Context: an optimization exercise on an open-source flow, tuned for small area, a short achievable clock period and few clock cycles. The choices shown serve that exercise and are no tape-out recipe. At most, simulation tests tie the RTL to the original design; equivalence was not proved. Power figures rest on the tool's default switching activity, not on a simulated workload.

## alpha
==> flow/design.v (excerpt) <==
module risc_v(clk, rst, imem_addr, imem_rdata, dmem_addr, dmem_wdata, dmem_we, dmem_rdata);
Size in the first run: roughly 4700 cells after synthesis, about 1200 flip-flops, about 160 I/O pins, roughly 57000 µm² of cells after synthesis.
export LEC_CHECK = 0
export CAP_MARGIN = 20
export CORE_MARGIN = 2
export CORE_UTILIZATION = 40
export PLACE_DENSITY = 0.5
export SETUP_SLACK_MARGIN = 4
export SLEW_MARGIN = 20
create_clock -name core_clock -period 10.0 [get_ports {clk}]
run.sh (not shown) runs the stock make flow with config.mk's settings and CLKGATE_MAP_FILE= SYNTH_SCRIPT=/design/flow/synth_recipe.tcl, a recipe that flattens the netlist after the stock synthesis.
alpha: full flow OK, the timing, design-rule and antenna checks passed
Testbench counts of alpha, summed over its fixed seeds: cycles 31,096.
Modified inputs, epsilon compared to alpha
Settings: removing SETUP_SLACK_MARGIN (formerly 4).
Notes after the runs:
On wire length, alpha tracks epsilon almost exactly.
On first-pass GRT wire length, alpha and epsilon are neck and neck.
Per the comparison of epsilon with alpha, non-clock inverter instance count of the final layout -about 0.7%; final critical-path required period went up by 2070 ps; post-route cell area shrank by about 1.2%.
Diff alpha -> epsilon: portion of total power attributed to combinational logic lower; setup slack after layout lower.
| clock-net power | epsilon vs alpha | ≈ equal |

* * *

## old
risc_v, a different RTL version from the one above (not shown whole).
Size in the first run: about 1,200 flip-flops, about 160 I/O pins.
==> flow/config.mk <==
export PLATFORM = sky130hd
export DESIGN_NAME = risc_v
export DESIGN_NICKNAME = risc_v
export VERILOG_FILES = /design/flow/design.v
export SDC_FILE = /design/flow/constraint.sdc
export NUM_CORES = 4
export LEC_CHECK = 0
export CAP_MARGIN = 20
export CORE_MARGIN = 2
export CORE_UTILIZATION = 40
export SETUP_SLACK_MARGIN = 4
export SLEW_MARGIN = 20
==> flow/constraint.sdc <==
create_clock -name core_clock -period 10.0 [get_ports {clk}]
set_input_delay 2.0000 -clock core_clock [delete_from_list [all_inputs] [get_ports {clk}]]
set_output_delay 2.0000 -clock core_clock [all_outputs]
set_load 0.01 [all_outputs]
Changes in new relative to old:
- a deleted SETUP_SLACK_MARGIN that had been 4
--- outcome ---
- In summary, new completed successfully, with a layout that passed the timing, design-rule and antenna checks.
- The number of buffers inserted during clock tree synthesis of new exceeds that of old by about 0.9%.
- Ratio of final minimum period to clock period is lower on old
- new gives less signed area change from the synthesized netlist to the final layout than old did.
Function was not checked in any run of this note: the RTL went through the layout flow alone.

* * *

## P
risc_v, a different RTL version from the one above (not shown whole).
Size: ~1,400 flip-flops, about 61,000 sq um of cells after synthesis.
export LEC_CHECK = 0
export CAP_MARGIN = 40
export CORE_MARGIN = 2
export CORE_UTILIZATION = 40
export PLACE_DENSITY = 0.5
export SLEW_MARGIN = 40
export TNS_END_PERCENT = 30
create_clock -name core_clock -period 10.0 [get_ports {clk}]
standard.sh (not shown) runs the stock make flow with config.mk's settings and CLKGATE_MAP_FILE= SYNTH_SCRIPT=/design/flow/synth_recipe.tcl, a recipe that flattens the netlist after the stock synthesis.
==> flow/flow/run.sh <==
#!/bin/bash
set -euo pipefail
bash standard.sh SETUP_SLACK_MARGIN=6 finish > standard_flow.log 2>&1
Testbench counts of P, summed over its fixed seeds: cycles 32,738.
## Diff of input files: Q against P
- removing TNS_END_PERCENT (formerly 30)
Results
- The number of setup buffers added after CTS number comes out higher for P vs Q.
- Q vs. P: die area saw little to no change, total global routing track utilization saw an increase, sequential share of layout area saw a decrease, wire length of the first global-routing pass saw an increase.
> inputs changed (Q -> R)
- changing CAP_MARGIN from 40 to 20
- setting SETUP_SLACK_MARGIN to 5 for the first time
- changing SLEW_MARGIN from 40 to 20
==> flow/run.sh (new file) <==
#!/bin/bash
# synth_recipe.tcl (not shown) runs the flow's synth.tcl, then flattens the netlist and writes it again
# the make line also repeats each setting of config.mk as NAME=value (left out here)
make -C /OpenROAD-flow-scripts/flow DESIGN_CONFIG=/design/flow/config.mk WORK_HOME=/design/flow/orfs CLKGATE_MAP_FILE= SYNTH_SCRIPT=/design/flow/synth_recipe.tcl finish
removed: flow/flow/run.sh
removed: flow/standard.sh
==> comparison <==
- Delta (R minus Q): synthesis-to-layout area growth shrank by 4.0 points, clock buffer instance count of the final layout grew by about 4.7%, final cell count shrank by 1.7%.
- Comparing R and Q, global-route track usage on met3 is lower on R.
- Looking at overall routing resource usage across R and Q, the one that comes out lower is R.
- R against Q; global-route wire length before repair is down slightly.
- Summary of the comparison: wire length on met2 is lower in R, relative to Q.
- Compared with Q, R ends up with a smaller final cell area.
diff inputs: R => S
- clearing SETUP_SLACK_MARGIN, which used to be 5
==> flow/flow/run.sh (new file) <==
#!/bin/bash
set -euo pipefail
bash standard.sh SETUP_SLACK_MARGIN=6 finish > standard_flow.log 2>&1
==> flow/standard.sh (new file) <==
#!/bin/bash
# synth_recipe.tcl (not shown) runs the flow's synth.tcl, then flattens the netlist and writes it again
# the make line also repeats each setting of config.mk as NAME=value (left out here)
make -C /OpenROAD-flow-scripts/flow DESIGN_CONFIG=/design/flow/config.mk WORK_HOME=/design/flow/orfs CLKGATE_MAP_FILE= SYNTH_SCRIPT=/design/flow/synth_recipe.tcl "${@:-finish}"
removed: flow/run.sh
Findings:
- STATUS run=S STAGES=ALL_DONE FINAL_CHECKS=FAILED CAUSE=capacitance limit, slew limit
- Cmp R and S / share of power burned in registers / lower: S
- Measured against each other, R and S differ in worst hold slack, the lower figure coming from R.
- As far as mux share of post-synthesis cell area goes, S and R are indistinguishable; the numbers are identical.
- Against R as the reference, S delivers a lower post-layout minimum cycle time.
- In S the met1 layer usage reported by global route turned out 0.61 points lower than in R.

* * *

Setup of red:
Another version of the RTL of risc_v (not shown whole).
Size: roughly 4600 cells after synthesis, ~1200 flip-flops, roughly 58000 um^2 of cells after synthesis.
## risc_v
module risc_v(clk, rst, imem_addr, imem_rdata, dmem_addr, dmem_wdata, dmem_we, dmem_rdata);
    input clk, rst;
    output [31:0] imem_addr;
    input  [31:0] imem_rdata;
    output [31:0] dmem_addr;
    output [31:0] dmem_wdata;
    output dmem_we;
    input  [31:0] dmem_rdata;
    reg  [31:0] pc_f;
    wire [31:0] fi = imem_rdata;
    wire [2:0]  ff3 = fi[14:12];
    wire f_r    = (fi[6:2] == 5'b01100);
    wire f_i    = (fi[6:2] == 5'b00100);
    wire f_ld   = (fi[6:2] == 5'b00000);
    wire f_st   = (fi[6:2] == 5'b01000);
    wire f_br   = (fi[6:2] == 5'b11000);
    wire f_lui  = (fi[6:2] == 5'b01101);
    wire f_jal  = (fi[6:2] == 5'b11011);
    wire f_jalr = (fi[6:2] == 5'b11001);
    wire f_pred = f_jal | (f_br & fi[31]);
    wire [11:0] f_lo_j = pc_f[11:0] + {fi[20], fi[30:21], 1'b0};
    wire [11:0] f_lo_b = pc_f[11:0] + {fi[7], fi[30:25], fi[11:8], 1'b0};
    wire [11:0] f_lo   = f_jal ? f_lo_j : f_lo_b;
    wire [31:0] f_seq  = pc_f + 32'd4;
    wire [31:0] f_next = f_pred ? {pc_f[31:12], f_lo} : f_seq;
    assign imem_addr = pc_f;
    wire x_we, x_ld;
    wire [4:0] rd;
    wire f_use1 = ~(f_lui | f_jal);
    wire f_use2 = f_r | f_st | f_br;
    wire f_hit_a = x_we & (rd == fi[19:15]);
    wire f_hit_b = x_we & (rd == fi[24:20]);
    wire f_hold  = x_ld & ((f_hit_a & f_use1) | (f_hit_b & f_use2));
    wire f_fwd_a = f_hit_a & ~x_ld;
    wire f_fwd_b = f_hit_b & ~x_ld;
    reg  [31:1] f_sel_a, f_sel_b;
    integer n;
  ...
Settings: LEC_CHECK=0, CAP_MARGIN=20, CORE_MARGIN=2, CORE_UTILIZATION=40, PLACE_DENSITY=0.5, SETUP_SLACK_MARGIN=5, SLEW_MARGIN=20; clock period 10.0 ns.
run.sh (not shown) runs the stock make flow with config.mk's settings and CLKGATE_MAP_FILE= SYNTH_SCRIPT=/design/flow/synth_recipe.tcl, a recipe that flattens the netlist after the stock synthesis.
Stock flow here: none of the scripts above is used.
For blue, these inputs were changed with respect to red:
Settings: CTS_BUF_LIST: unset -> sky130_fd_sc_hd__clkbuf_8; CTS_CLUSTER_SIZE: unset -> 30.
==> comparison <==
Going from red to blue, the final routed wirelength across all metal layers was found to have gone up by about 0.56%.
Final critical-path required period on blue is behind red.
blue: power is 4.2% lower than what red reported.
Sort blue and red by buffer and inverter count on the worst path, ascending, and red comes first.
Setup slack delta (blue − red): unfavourable
red reports its first element of the critical path as sel_a[12]$_DFF_P_ while blue reports sel_a[28]$_DFF_P_.
No functional check of the RTL was part of any run of this note.

-- static timing again, ports no longer ideal --
Ports are ideal in the flow. The routed layouts listed here were re-timed in OpenROAD.
Step 1 assumes that a clkbuf_16 drives the clock port and a buf_2 every other input.
Step 2, shift: input delay + t, output delay - t, t = (earliest + latest rising clock arrival at the registers) / 2. This alone moves slack from input paths to output paths.
a / b / c = ideal / step 1 / step 2; a / b = the first two.
run | t (ns) | setup WS [ns] | pins driven straight from the clock port
alpha | 0.857 | 3.934 / 3.934 / 3.532 | 1
epsilon | 0.862 | 1.861 / 1.861 / 1.861 | 1
old | 0.844 | 3.129 / 3.129 / 2.455 | 1
new | 0.834 | 1.177 / 1.177 / 0.950 | 1
P | 0.885 | 5.619 / 5.619 / 5.228 | 1
Q | 0.877 | 5.685 / 5.685 / 5.272 | 1
R | 0.866 | 5.126 / 5.126 / 4.508 | 1
S | 0.885 | 5.717 / 5.717 / 5.290 | 1
red | 0.880 | 4.540 / 4.540 / 4.095 | 1
blue | 1.060 | 4.392 / 4.392 / 3.832 | 1
For old, which loses most, drivers alone change the setup slack by 0.000 ns; drivers and shift together by -0.674 ns.
